This is an optimization exercise on Yosys and OpenROAD, whose aim is small area, not a production implementation.
The RTL was checked by simulation tests, not by an equivalence proof against the original design.
Power and IR drop assume default switching activity.

==> inputs of 11-20 <==
==> flow/design.v (excerpt) <==
module RNG(
    input               CLK,
    input               RST,
    input               RND_IN,
    output reg [7:0]    OUT,
    output reg          WE,
    input               FULL
);
==> module RNG, before the edit <==
module RNG(
    input               CLK,
    input               RST,
    input               RND_IN,
    output reg [7:0]    OUT,
    output reg          WE,
    input               FULL
);
reg [7:0]           RND_DAT;
reg [2:0]           RND_SHIFT;
reg                 RND_CNT;
reg                 tog;
reg                 rd;
reg                 rd_ok;
reg                 init;
reg [10:0]          C;
wire                h    = C[0];
wire [3:0]          Q    = C[4:1];
wire [3:0]          G    = C[8:5];
wire                warm = C[10];
wire                P    = RND_CNT;
reg [3:0]           sc;          
reg                 sact;        
wire edge_in  = RND_IN && !tog;
wire done     = warm && G[3];
wire cons     = !init && !done && rd;
wire cap      = cons && h;
wire rot      = sact && !G[3];      
wire step     = init && !FULL;
wire mix      = init && FULL && rd;
wire [7:0] RP = RND_DAT ^ {8{P}};
wire       SP;                       
always @(posedge CLK)
begin
    if (!RST) begin
        rd_ok <= 0;
        init <= 0;
        WE <= 0;
    end else begin
        rd_ok <= cons | mix;
        WE <= step;
        if (done)
            init <= 1;
    end
end
always @(posedge CLK)
begin
    if (!RST)
        C <= 0;
    else if (edge_in && RND_SHIFT == 0 && !warm)
        C <= C + 1;
    else if (cons) begin
        C[0] <= !h;
        if (h) begin
            if (Q == 4'd12) begin
                C[4:1] <= 0;
                C[8:5] <= G + 1;
            end else
                C[4:1] <= Q + 1;
        end
    end else if (mix)
        C[4:1] <= Q + 1;
end
always @(posedge CLK)
begin
    if (!RST) begin
        RND_SHIFT <= 0;
        tog <= 0;
        rd <= 0;
        RND_CNT <= 0;
        RND_DAT <= 0;
    end else begin
        RND_CNT <= !RND_CNT;
        if (rd_ok)
            rd <= 0;
        if (RND_IN == 0) begin
            tog <= 0;
        end else if (tog == 0) begin
            tog <= 1;
            RND_SHIFT <= RND_SHIFT + 1;
            RND_DAT[RND_SHIFT] <= RND_DAT[RND_SHIFT] ^ RND_CNT;
            if (RND_SHIFT == 0 && warm)
                rd <= 1;
        end
    end
end
always @(posedge CLK)
begin
    if (!RST)
        sact <= 0;
    else if (cap)
        sact <= 1;
    else if (sc == 4'd15)
        sact <= 0;
end
always @(posedge CLK)
begin
    sc <= cap ? 4'd0 : sc + 4'd1;
end
wire [7:0] o_bit;
genvar g;
generate
for (g = 0; g < 8; g = g + 1) begin : gen
    localparam [3:0] B1 = (g % 4 == 0) ? 3 : (g % 4 == 1) ? 1 : (g % 4 == 2) ? 0 : 7;
    localparam [3:0] B2 = (g % 4 == 0) ? 4 : (g % 4 == 1) ? 6 : (g % 4 == 2) ? 2 : 0;
    reg [63:0] r0;
    reg [64:0] r1;
    reg [65:0] r2;
    wire here  = sact && (G == g) && (Q != 0);
    wire here12 = sact && (G == g + 1) && (Q == 0);
    wire s0 = here && (Q <= 4'd4);
    wire s1 = here && ((Q >= 4'd5 && Q <= 4'd8) || (Q == 4'd9 && sc == B1));
    wire s2 = (here && ((Q == 4'd9 && !sc[3]) || Q >= 4'd10)) ||
              (g != 7 && here12 && (!sc[3] || sc == B2 + 8 || sc == B2 + 9));
    wire sel = r2[0] ^ P;
    wire e2 = step || s2;
    wire e0 = (step && !sel) || s0;
    wire e1 = (step && sel) || s1;
    wire m0 = mix && (Q == g);
    wire m1 = mix && (Q == g + 8);
    wire h0 = !(e0 || m0);
    wire h1 = !(e1 || m1);
    wire f0 = r0[0] ^ r0[1] ^ r0[3] ^ r0[4];
    wire f1 = r1[0] ^ r1[18];
    wire f2 = r2[0] ^ r2[1] ^ r2[9] ^ r2[10];
    assign o_bit[g] = r0[0] ^ r1[0];
    wire [63:0] n0 = {init ? f0 ^ P : SP, r0[63:1]};
    wire [64:0] n1 = {init ? f1 ^ P : SP, r1[64:1]};
    always @(posedge CLK) begin
        r0[63:10] <= ~(e0 ? n0[63:10] : r0[63:10]);
        r0[1:0]   <= ~(e0 ? n0[1:0]   : r0[1:0]);
        r0[9:2]   <= ~(({8{e0}} & n0[9:2]) | ({8{m0}} & RP) | ({8{h0}} & r0[9:2]));
        r1[64:10] <= ~(e1 ? n1[64:10] : r1[64:10]);
        r1[1:0]   <= ~(e1 ? n1[1:0]   : r1[1:0]);
        r1[9:2]   <= ~(({8{e1}} & n1[9:2]) | ({8{m1}} & RP) | ({8{h1}} & r1[9:2]));
    end
    if (g != 7) begin : l2
        wire [65:0] n2 = {init ? f2 ^ P : SP, r2[65:1]};
        always @(posedge CLK)
            r2 <= ~(e2 ? n2 : r2);
    end else begin : l2
        wire [9:0]  n2h = {f2 ^ P, r2[65], init ? r2[64] : r2[56], r2[63:57]};
        assign SP = r2[56];
        always @(posedge CLK) begin
            r2[55:0] <= ~(e2 ? r2[56:1] : r2[55:0]);
            r2[65:56] <= ~(cap ? {RP[1:0], RP} : (e2 || rot) ? n2h : r2[65:56]);
        end
    end
end
endgenerate
always @(posedge CLK)
    OUT <= o_bit;
endmodule
==> flow/config.mk <==
export PLATFORM = sky130hd
export DESIGN_NAME = RNG
export DESIGN_NICKNAME = RNG
export VERILOG_FILES = /design/flow/design.v
export SDC_FILE = /design/flow/constraint.sdc
export NUM_CORES = 4
export LEC_CHECK = 0
export CAP_MARGIN = 20
export CORE_MARGIN = 2
export CORE_UTILIZATION = 55
export CTS_BUF_LIST = sky130_fd_sc_hd__clkbuf_8
export CTS_CLUSTER_DIAMETER = 60
export CTS_CLUSTER_SIZE = 18
export GPL_ROUTABILITY_DRIVEN = 0
export GPL_TIMING_DRIVEN = 0
export PLACE_DENSITY = 0.7
export SLEW_MARGIN = 20
==> flow/constraint.sdc <==
create_clock -name core_clock -period 5.0 [get_ports {CLK}]
set_input_delay 1.0000 -clock core_clock [delete_from_list [all_inputs] [get_ports {CLK}]]
set_output_delay 1.0000 -clock core_clock [all_outputs]
set_load 0.01 [all_outputs]
standard.sh (not shown) runs the stock make flow with config.mk's settings and CLKGATE_MAP_FILE= SYNTH_SCRIPT=/design/flow/synth_recipe.tcl, a recipe that flattens the netlist after the stock synthesis.
==> flow/flow/run.sh <==
#!/bin/bash
# Standard layout, with one extra step between synthesis and floorplan:
# flow/resyn.ys re-maps the combinational logic of the standard synthesis
# for area (see there); the clock tree is built without dummy loads;
# the registers and the rest of the flow are the standard ones.
set -euo pipefail
R=orfs/results/sky130hd/RNG/base
YOSYS=$FLOW_HOME/../tools/install/yosys/bin/yosys
[[ -x $YOSYS ]] || YOSYS=yosys

bash standard.sh synth > synth.log 2>&1
cp $R/1_2_yosys.v 1_2_yosys.std.v
$YOSYS -l resyn.log -s flow/resyn.ys > /dev/null 2>&1
cp 1_2_yosys.resyn.v $R/1_2_yosys.v
rm -f $R/1_synth.odb $R/1_synth.sdc
# clock tree: the standard flow's settings from config.mk, without the dummy loads
# CTS adds to balance the tree
CTS="-sink_clustering_enable -repair_clock_nets -sink_clustering_size 18"
CTS="$CTS -sink_clustering_max_diameter 60 -buf_list sky130_fd_sc_hd__clkbuf_8"
CTS="$CTS -dont_use_dummy_load"
bash standard.sh "CTS_ARGS=$CTS" finish > layout.log 2>&1
==> flow/flow/area.abc <==
strash; dch; amap; topo
==> flow/flow/resyn.ys <==
# Re-map the combinational logic of the standard synthesis for area.
# The flip-flops are kept as they are (same instances, names and cells):
# their cells are read as black boxes, every other cell as its liberty
# function, and ABC maps the logic between them with an area-oriented
# script.  The 2:1 mux cells are left out of the mapping, which makes ABC
# build the flip-flops' next-state muxes from OR-AND-invert cells with a
# shared inverted select, which are smaller.
read_liberty -ignore_miss_func /OpenROAD-flow-scripts/flow/platforms/sky130hd/lib/sky130_fd_sc_hd__tt_025C_1v80.lib
blackbox sky130_fd_sc_hd__df* sky130_fd_sc_hd__edf* sky130_fd_sc_hd__sdf* sky130_fd_sc_hd__dl*
read_verilog 1_2_yosys.std.v
hierarchy -top RNG
flatten
opt_clean
stat
abc -liberty /OpenROAD-flow-scripts/flow/platforms/sky130hd/lib/sky130_fd_sc_hd__tt_025C_1v80.lib -dont_use *mux2* -dont_use *lpflow* -dont_use *probe* -script flow/area.abc
opt_clean
stat -liberty /OpenROAD-flow-scripts/flow/platforms/sky130hd/lib/sky130_fd_sc_hd__tt_025C_1v80.lib
write_verilog -noattr 1_2_yosys.resyn.v
==> 08-03 (differences from 11-20) <==
--- a/flow/flow/run.sh
+++ b/flow/flow/run.sh
@@ -16,6 +16,6 @@
 # clock tree: the standard flow's settings from config.mk, without the dummy loads
 # CTS adds to balance the tree
-CTS="-sink_clustering_enable -repair_clock_nets -sink_clustering_size 18"
-CTS="$CTS -sink_clustering_max_diameter 60 -buf_list sky130_fd_sc_hd__clkbuf_8"
+CTS="-sink_clustering_enable -repair_clock_nets -sink_clustering_size 22"
+CTS="$CTS -sink_clustering_max_diameter 45 -buf_list sky130_fd_sc_hd__clkbuf_8"
 CTS="$CTS -dont_use_dummy_load"
 bash standard.sh "CTS_ARGS=$CTS" finish > layout.log 2>&1
- GPL_ROUTABILITY_DRIVEN: 0 -> unset
- GPL_TIMING_DRIVEN: 0 -> unset
==> 03-22 (differences from 11-20) <==
--- a/flow/design.v
+++ b/flow/design.v
@@ -21,4 +21,5 @@
 wire                warm = C[10];
 wire                P    = RND_CNT;
+reg [7:0]           sbuf;        
 reg [3:0]           sc;          
 reg                 sact;        
@@ -27,9 +28,9 @@
 wire cons     = !init && !done && rd;
 wire cap      = cons && h;
-wire rot      = sact && !G[3];      
+wire cap_last = cap && (Q == 4'd12) && (G == 4'd7);
 wire step     = init && !FULL;
 wire mix      = init && FULL && rd;
 wire [7:0] RP = RND_DAT ^ {8{P}};
-wire       SP;                       
+wire       SP = sbuf[0] ^ P;
 always @(posedge CLK)
 begin
@@ -98,4 +99,5 @@
 begin
     sc <= cap ? 4'd0 : sc + 4'd1;
+    sbuf <= cap ? RND_DAT : {sbuf[0], sbuf[7:1]};
 end
 wire [7:0] o_bit;
@@ -120,6 +122,4 @@
     wire m0 = mix && (Q == g);
     wire m1 = mix && (Q == g + 8);
-    wire h0 = !(e0 || m0);
-    wire h1 = !(e1 || m1);
     wire f0 = r0[0] ^ r0[1] ^ r0[3] ^ r0[4];
     wire f1 = r1[0] ^ r1[18];
@@ -131,8 +131,8 @@
         r0[63:10] <= ~(e0 ? n0[63:10] : r0[63:10]);
         r0[1:0]   <= ~(e0 ? n0[1:0]   : r0[1:0]);
-        r0[9:2]   <= ~(({8{e0}} & n0[9:2]) | ({8{m0}} & RP) | ({8{h0}} & r0[9:2]));
+        r0[9:2]   <= ~(e0 ? n0[9:2]   : m0 ? RP : r0[9:2]);
         r1[64:10] <= ~(e1 ? n1[64:10] : r1[64:10]);
         r1[1:0]   <= ~(e1 ? n1[1:0]   : r1[1:0]);
-        r1[9:2]   <= ~(({8{e1}} & n1[9:2]) | ({8{m1}} & RP) | ({8{h1}} & r1[9:2]));
+        r1[9:2]   <= ~(e1 ? n1[9:2]   : m1 ? RP : r1[9:2]);
     end
     if (g != 7) begin : l2
@@ -141,9 +141,9 @@
             r2 <= ~(e2 ? n2 : r2);
     end else begin : l2
-        wire [9:0]  n2h = {f2 ^ P, r2[65], init ? r2[64] : r2[56], r2[63:57]};
-        assign SP = r2[56];
+        wire [55:0] n2l = {init ? r2[56] : SP, r2[55:1]};
+        wire [9:0]  n2h = {f2 ^ P, r2[65:57]};
         always @(posedge CLK) begin
-            r2[55:0] <= ~(e2 ? r2[56:1] : r2[55:0]);
-            r2[65:56] <= ~(cap ? {RP[1:0], RP} : (e2 || rot) ? n2h : r2[65:56]);
+            r2[55:0] <= ~(e2 ? n2l : r2[55:0]);
+            r2[65:56] <= ~(cap_last ? {RP[1:0], RP} : e2 ? n2h : r2[65:56]);
         end
     end
==> flow/flow/run.sh (replaced) <==
#!/bin/bash
# Standard layout, with one extra step between synthesis and floorplan:
# flow/remap.py maps each 2:1 mux of the synthesized netlist (mostly the
# flip-flops' next-state muxes) to an OR-AND-invert cell with a shared
# select inverter, which is smaller than the mux cell ABC picks.
# Registers and the rest of the flow are the standard ones.
set -euo pipefail
R=orfs/results/sky130hd/RNG/base

bash standard.sh synth > synth.log 2>&1
cp $R/1_2_yosys.v 1_2_yosys.orig.v
python3 flow/remap.py $R/1_2_yosys.v > remap.log 2>&1
rm -f $R/1_synth.odb $R/1_synth.sdc
bash standard.sh > layout.log 2>&1
==> flow/flow/remap.py (new file) <==
#!/usr/bin/env python3
"""Remap 2:1 muxes of a synthesized sky130hd netlist to OR-AND cells.

mux2i_N (Y = ~(S ? A1 : A0)) becomes o22ai_1 (Y = ~((A1|A2) & (B1|B2)))
with A1 = ~S, A2 = A1, B1 = S, B2 = A0; mux2_N becomes o22a_1 the same way.
~S comes from one inverter per select net, shared by all its muxes.
The function of every cell output is unchanged; registers are untouched.
usage: remap.py NETLIST (rewritten in place)
"""
import re
import sys

path = sys.argv[1]
text = open(path).read()

inst_re = re.compile(r"^(\s*)sky130_fd_sc_hd__(mux2i|mux2)_(\d+)\s+(\S+)\s*\((.*?)\);",
                     re.M | re.S)
pin_re = re.compile(r"\.(\w+)\((.*?)\)\s*(?:,|$)", re.S)

inv_of = {}
counts = {"mux2i": 0, "mux2": 0}


def net(v):
    # an escaped identifier keeps the space that ends it
    v = v.strip()
    return v + " " if v.startswith("\\") else v


def sn(net):
    if net not in inv_of:
        inv_of[net] = "remap_sn_%d" % len(inv_of)
    return inv_of[net]


def repl(m):
    ind, kind, _, name, body = m.groups()
    pins = {p: net(v) for p, v in pin_re.findall(body.strip())}
    s, a0, a1 = pins["S"], pins["A0"], pins["A1"]
    counts[kind] += 1
    if kind == "mux2i":
        cell, out = "o22ai_1", ("Y", pins["Y"])
    else:
        cell, out = "o22a_1", ("X", pins["X"])
    conn = [("A1", sn(s)), ("A2", a1), ("B1", s), ("B2", a0), out]
    body = ",\n".join("%s    .%s(%s)" % (ind, p, v) for p, v in conn)
    return "%ssky130_fd_sc_hd__%s %s (\n%s\n%s);" % (ind, cell, name, body, ind)


text = inst_re.sub(repl, text)

decl = "".join("  wire %s;\n" % w for w in inv_of.values())
invs = "".join(
    "  sky130_fd_sc_hd__inv_1 remap_inv_%d (\n    .A(%s),\n    .Y(%s)\n  );\n" % (i, net, w)
    for i, (net, w) in enumerate(inv_of.items()))
m = re.search(r"^module\s+\w+\s*\(.*?\);\n", text, re.M | re.S)
text = text[:m.end()] + decl + text[m.end():]
text = re.sub(r"^endmodule", invs + "endmodule", text, count=1, flags=re.M)
open(path, "w").write(text)
print("remapped %d mux2i and %d mux2 cells, added %d inverters"
      % (counts["mux2i"], counts["mux2"], len(inv_of)))
- CORE_UTILIZATION: 55 -> 40
- CTS_CLUSTER_DIAMETER: 60 -> 80
- CTS_CLUSTER_SIZE: 18 -> 14
- GPL_ROUTABILITY_DRIVEN: 0 -> unset
- GPL_TIMING_DRIVEN: 0 -> unset
- PLACE_DENSITY: 0.7 -> 0.6
removed: flow/flow/area.abc
removed: flow/flow/resyn.ys
==> 10-04 (differences from 11-20) <==
--- a/flow/design.v
+++ b/flow/design.v
@@ -21,4 +21,5 @@
 wire                warm = C[10];
 wire                P    = RND_CNT;
+reg [7:0]           sbuf;        
 reg [3:0]           sc;          
 reg                 sact;        
@@ -27,9 +28,9 @@
 wire cons     = !init && !done && rd;
 wire cap      = cons && h;
-wire rot      = sact && !G[3];      
+wire cap_last = cap && (Q == 4'd12) && (G == 4'd7);
 wire step     = init && !FULL;
 wire mix      = init && FULL && rd;
 wire [7:0] RP = RND_DAT ^ {8{P}};
-wire       SP;                       
+wire       SP = sbuf[0] ^ P;
 always @(posedge CLK)
 begin
@@ -98,4 +99,5 @@
 begin
     sc <= cap ? 4'd0 : sc + 4'd1;
+    sbuf <= cap ? RND_DAT : {sbuf[0], sbuf[7:1]};
 end
 wire [7:0] o_bit;
@@ -141,9 +143,9 @@
             r2 <= ~(e2 ? n2 : r2);
     end else begin : l2
-        wire [9:0]  n2h = {f2 ^ P, r2[65], init ? r2[64] : r2[56], r2[63:57]};
-        assign SP = r2[56];
+        wire [55:0] n2l = {init ? r2[56] : SP, r2[55:1]};
+        wire [9:0]  n2h = {f2 ^ P, r2[65:57]};
         always @(posedge CLK) begin
-            r2[55:0] <= ~(e2 ? r2[56:1] : r2[55:0]);
-            r2[65:56] <= ~(cap ? {RP[1:0], RP} : (e2 || rot) ? n2h : r2[65:56]);
+            r2[55:0] <= ~(e2 ? n2l : r2[55:0]);
+            r2[65:56] <= ~(cap_last ? {RP[1:0], RP} : e2 ? n2h : r2[65:56]);
         end
     end
==> flow/flow/run.sh (replaced) <==
#!/bin/bash
# Standard layout, with one extra step between synthesis and floorplan:
# flow/resyn.ys re-maps the combinational logic of the standard synthesis
# for area (see there); the registers and the rest of the flow are
# the standard ones.
set -euo pipefail
R=orfs/results/sky130hd/RNG/base
YOSYS=$FLOW_HOME/../tools/install/yosys/bin/yosys
[[ -x $YOSYS ]] || YOSYS=yosys

bash standard.sh synth > synth.log 2>&1
cp $R/1_2_yosys.v 1_2_yosys.std.v
$YOSYS -l resyn.log -s flow/resyn.ys > /dev/null 2>&1
cp 1_2_yosys.resyn.v $R/1_2_yosys.v
rm -f $R/1_synth.odb $R/1_synth.sdc
bash standard.sh > layout.log 2>&1
- CAP_MARGIN: 20 -> 0
- CORE_UTILIZATION: 55 -> 62
- CTS_CLUSTER_DIAMETER: 60 -> 50
- CTS_CLUSTER_SIZE: 18 -> 20
- GPL_ROUTABILITY_DRIVEN: 0 -> unset
- GPL_TIMING_DRIVEN: 0 -> unset
- PLACE_DENSITY: 0.7 -> 0.75
- SLEW_MARGIN: 20 -> 0
==> summary of the runs <==
- Against 03-22, the design area of 10-04 is smaller by 4.2%.
- Power, highest first: 10-04, 03-22, 08-03, 11-20.
- Clock power: 11-20 < 08-03 < 03-22 < 10-04.
- Of 11-20 and 03-22, 03-22 has the higher synthesized cell count (gap about 12%, measured against 03-22).

-- port drivers added, routing unchanged --
Ports are ideal in the flow. The routed layouts listed here were re-timed in OpenROAD.
Step 1 sets driving cells, clkbuf_16 on the clock port and buf_2 on the other inputs (assumed; they add their load-dependent delay and slew).
Step 2 adds t to the input delays and takes it off the output delays; t is the mean of the earliest and latest rising clock arrival at the registers after step 1. Input paths then give back, and output paths get back, about the clock's delay inside the block.
Three values: ideal, step 1, step 2; two values: the first two.
run	t (ns)	setup WS [ns]	worst setup path after step 2	worst register clock-pin slew, ns	worst data-port slew with drivers (ns)
11-20	0.766	0.362 / 0.362 / 0.287	input to register	0.11 / 0.11	0.10
08-03	0.823	1.366 / 1.366 / 0.570	input to register	0.12 / 0.12	0.07
03-22	0.863	1.370 / 1.370 / 1.114	input to register	0.10 / 0.10	0.11
10-04	0.807	1.150 / 1.150 / 0.675	input to register	0.12 / 0.12	0.08
After both steps setup and hold are still met in every run listed. The setup slack of 08-03, which loses most, moves by 0.000 ns with the drivers and by -0.796 ns with both steps.
